This is an optimization exercise on Yosys and OpenROAD, whose aim is small area and a short achievable clock period, not a production implementation. At most, simulation tests tie the RTL to the original design; equivalence was not proved. Power figures rest on the tool's default switching activity, not on a simulated workload.

==> trial 21: inputs <==
==> flow/design.v (excerpt) <==
module fp_multiplier(input [31:0] a, input [31:0] b, output [31:0] out, input clk,
	input rst, input in_valid, output out_valid);
	wire [7:0] ea = a[30:23], eb = b[30:23];
	wire za = ~|ea, zb = ~|eb, ia = &ea, ib = &eb;
	wire fn_s0 = (ia & zb) | (za & ib);         
	wire fo_s0 = ia | ib;                       
	wire fz_s0 = (za | zb) & ~fo_s0;            
	wire nz_s0 = ~(za | zb | fo_s0);            
	wire sg_s0 = (a[31] ^ b[31]) & ~fz_s0 & ~fn_s0;
	wire [7:0] es = ea + eb + 8'd129;           
	wire [7:0] es1 = ea + eb + 8'd130;
	wire [7:0] e_s0 = fo_s0 ? 8'hff : fz_s0 ? 8'h00 : es;     
	wire [7:0] e1_s0 = fo_s0 ? 8'hff : fz_s0 ? 8'h00 : es1;   
	wire [25:0] t3_s0 = {2'b01, a[22:0]} + {1'b1, a[22:0], 1'b0};   
	wire [26:0] bx = {3'b001, b[22:0], 1'b0};
	wire [4:0] enc0_s0;
	booth8 be0 (bx[3:0], enc0_s0);
	wire [4:0] enc1_s0;
	booth8 be1 (bx[6:3], enc1_s0);
	wire [4:0] enc2_s0;
	booth8 be2 (bx[9:6], enc2_s0);
	wire [4:0] enc3_s0;
	booth8 be3 (bx[12:9], enc3_s0);
	wire [4:0] enc4_s0;
	booth8 be4 (bx[15:12], enc4_s0);
	wire [4:0] enc5_s0;
	booth8 be5 (bx[18:15], enc5_s0);
	wire [4:0] enc6_s0;
	booth8 be6 (bx[21:18], enc6_s0);
	wire [4:0] enc7_s0;
	booth8 be7 (bx[24:21], enc7_s0);
  ...
==> flow/config.mk <==
export PLATFORM = sky130hd
export DESIGN_NAME = fp_multiplier
export DESIGN_NICKNAME = fp_multiplier
export VERILOG_FILES = /design/flow/design.v
export SDC_FILE = /design/flow/constraint.sdc
export NUM_CORES = 4
export LEC_CHECK = 0
export CAP_MARGIN = 20
export CORE_MARGIN = 2
export CORE_UTILIZATION = 40
export SLEW_MARGIN = 20
==> flow/constraint.sdc <==
create_clock -name core_clock -period 2.5 [get_ports {clk}]
set_input_delay 0.5000 -clock core_clock [delete_from_list [all_inputs] [get_ports {clk}]]
set_output_delay 0.5000 -clock core_clock [all_outputs]
set_load 0.01 [all_outputs]
run.sh (not shown) runs the stock make flow with config.mk's settings and CLKGATE_MAP_FILE= SYNTH_SCRIPT=/design/flow/synth_recipe.tcl, a recipe that flattens the netlist after the stock synthesis.
==> inputs of build 76, as changes to trial 21 <==
Settings changed: CTS_BUF_LIST set to sky130_fd_sc_hd__clkbuf_8, CTS_CLUSTER_DIAMETER set to 100, CTS_CLUSTER_SIZE set to 16.
==> results.txt <==
|  | build 76 | trial 21 |
|---|---|---|
| Run status | complete, no violations | complete, no violations |
| H-tree depth | 1 | 2 |
| Critical register-to-register path endpoint | n657_r2 | n461_r2 |
| # fillers | 5209 | 5102 |
| Post-layout minimum cycle time | 2.47 ns | 2.49 ns |
| Register area | 0.00799 mm² | 0.00799 mm² |
| Proportion of cell area occupied by multi-input gates | 50.0% | 48.0% |
| Via density per instance | 5.52 | 5.50 |
| Ratio of cells with drive above 1 in the final layout | 17.5% | 17.5% |
| Layout Nets | 2667 | 2680 |
| Start point of the critical path | t3_s016_r1 | t3_s015_r1 |
| Combinational group power | 13400 µW | 13500 µW |
| Startpoint of the worst register-to-register path | t3_s016_r1 | t3_s015_r1 |
| Aggregate routed wire length | 63.8 mm | 64.0 mm |
| Sw frac | 37.8% | 35.5% |
| Wire length on met1 | 27.6 mm | 27.2 mm |
| Pwr per Cell Area | 1000 mW/mm² | 1090 mW/mm² |
| Post-route total power | 26700 µW | 30400 µW |
| Global-route total usage across every layer | 21.1% | 21.4% |
| Register fraction of the total cell area | 29.9% | 28.6% |
| Highest cell delay on the worst timing path | 0.54 ns | 0.78 ns |
| Total area of multi-input combinational cells | 0.0134 mm² | 0.0134 mm² |
| Sw power | 10100 µW | 10800 µW |
| GRT met2 Usage | 34.2% | 34.5% |
No functional check of the RTL was part of any run of this note.

---

==> run a <==
fp_multiplier, a different RTL version from the one above (not shown whole).
Settings: LEC_CHECK=0, CAP_MARGIN=20, CORE_MARGIN=2, CORE_UTILIZATION=40, CTS_BUF_LIST=sky130_fd_sc_hd__clkbuf_8, CTS_CLUSTER_DIAMETER=100, CTS_CLUSTER_SIZE=16, SETUP_SLACK_MARGIN=0.1, SLEW_MARGIN=20, SYNTH_HIERARCHICAL=1; clock period 2.5 ns.
==> run b (differences from run a) <==
- SETUP_SLACK_MARGIN: 0.1 -> 0.075
==> comparison <==
Synthesized cell count is the same in run a and run b. Against run a, the clock skew of run b is higher by 0.012 ns. Hold slack: run b is better than run a (0.029 ns). Clock-buffer cell count is the same in run b and run a. Maximum frequency: run a is higher than run b (about 2.1%). In sequential power, run a and run b hardly differ.

---

==> xenon: inputs <==
Another version of the RTL of fp_multiplier (not shown whole).
Settings: LEC_CHECK=0, CAP_MARGIN=20, CORE_MARGIN=2, CORE_UTILIZATION=40, CTS_BUF_LIST=sky130_fd_sc_hd__clkbuf_8, CTS_CLUSTER_DIAMETER=100, CTS_CLUSTER_SIZE=16, GPL_TIMING_DRIVEN=0, SLEW_MARGIN=20; clock period 2.5 ns.
==> inputs of lagoon, as changes to xenon <==
Settings changed: GPL_TIMING_DRIVEN 0 to not set.
==> inputs of indigo, as changes to xenon <==
Settings changed: CORE_UTILIZATION 40 to 60, GPL_TIMING_DRIVEN 0 to not set, PLACE_DENSITY set to 0.75.
==> comparison table <==
quantity	lagoon	indigo	xenon
Status	timing/DRC/antenna clean	timing/DRC/antenna clean	complete, but fails checks
Violated checks	-	-	setup timing
Net Switching	0.0105 W	0.0108 W	0.0119 W
Reg-to-reg slack, setup	0.05 ns	0.05 ns	-0.05 ns
Final standard cell utilization of the core	0.473	0.703	0.501
Antenna diode instance count	1	0	1
Clock period minus worst slack	2.45 ns	2.45 ns	2.55 ns
LEAKAGE	11.3 nW	11.3 nW	11.9 nW
All-Layer GR Usage	0.217	0.319	0.314
Met1 Resource Use GR	0.283	0.418	0.405
Number of gates resized after CTS	164	85	747
Clock network share of area	0.0173	0.0160	0.0161
First element of the critical path	n490_r1	a6_r1	n491_r1
Top sig layer	met5	met4	met5
Instance count on the critical path	7	6	6
Highest fanout seen on the critical path	19	2	10
GRT met2 Usage	0.356	0.525	0.518
Clock power frac	0.109	0.103	0.101
Sequential share of cell area	0.281	0.284	0.268
Number of clock buffers in the layout	28	27	30
DR vias/cell	5.51	6.22	5.78

[separate check: timing with driven ports]
The results above use ideal ports. As a check the final layouts listed here were re-extracted and re-timed, cells and wires unchanged. Step 1: set_driving_cell puts a clkbuf_16 on clk and a buf_2 on each other input, an assumption about the parent block. Step 2 moves the port delays by t, midway between the first and last clock arrival at a register: inputs arrive t later, outputs are due t later. That takes back most of the time a late clock gives input paths. a / b / c = ideal / step 1 / step 2; a / b = the first two.
| run | t (ns) | slack for setup (ns) | hold slack, ns |
|---|---|---|---|
| trial 21 | 0.639 | 0.013 / 0.001 / -0.515 | 0.059 / 0.018 / 0.316 |
| build 76 | 0.691 | 0.034 / 0.034 / -0.606 | 0.065 / 0.030 / 0.325 |
| run a | 0.685 | 0.140 / 0.104 / -0.470 | 0.148 / 0.115 / 0.333 |
| run b | 0.710 | 0.090 / 0.090 / -0.466 | 0.177 / 0.141 / 0.324 |
| xenon | 0.695 | -0.051 / -0.058 / -0.583 | 0.082 / 0.045 / 0.327 |
| lagoon | 0.704 | 0.053 / 0.042 / -0.587 | 0.179 / 0.148 / 0.319 |
| indigo | 0.673 | 0.046 / 0.046 / -0.563 | 0.258 / 0.226 / 0.330 |
With both steps, setup timing fails in 6 of these runs, where it was met with ideal ports.
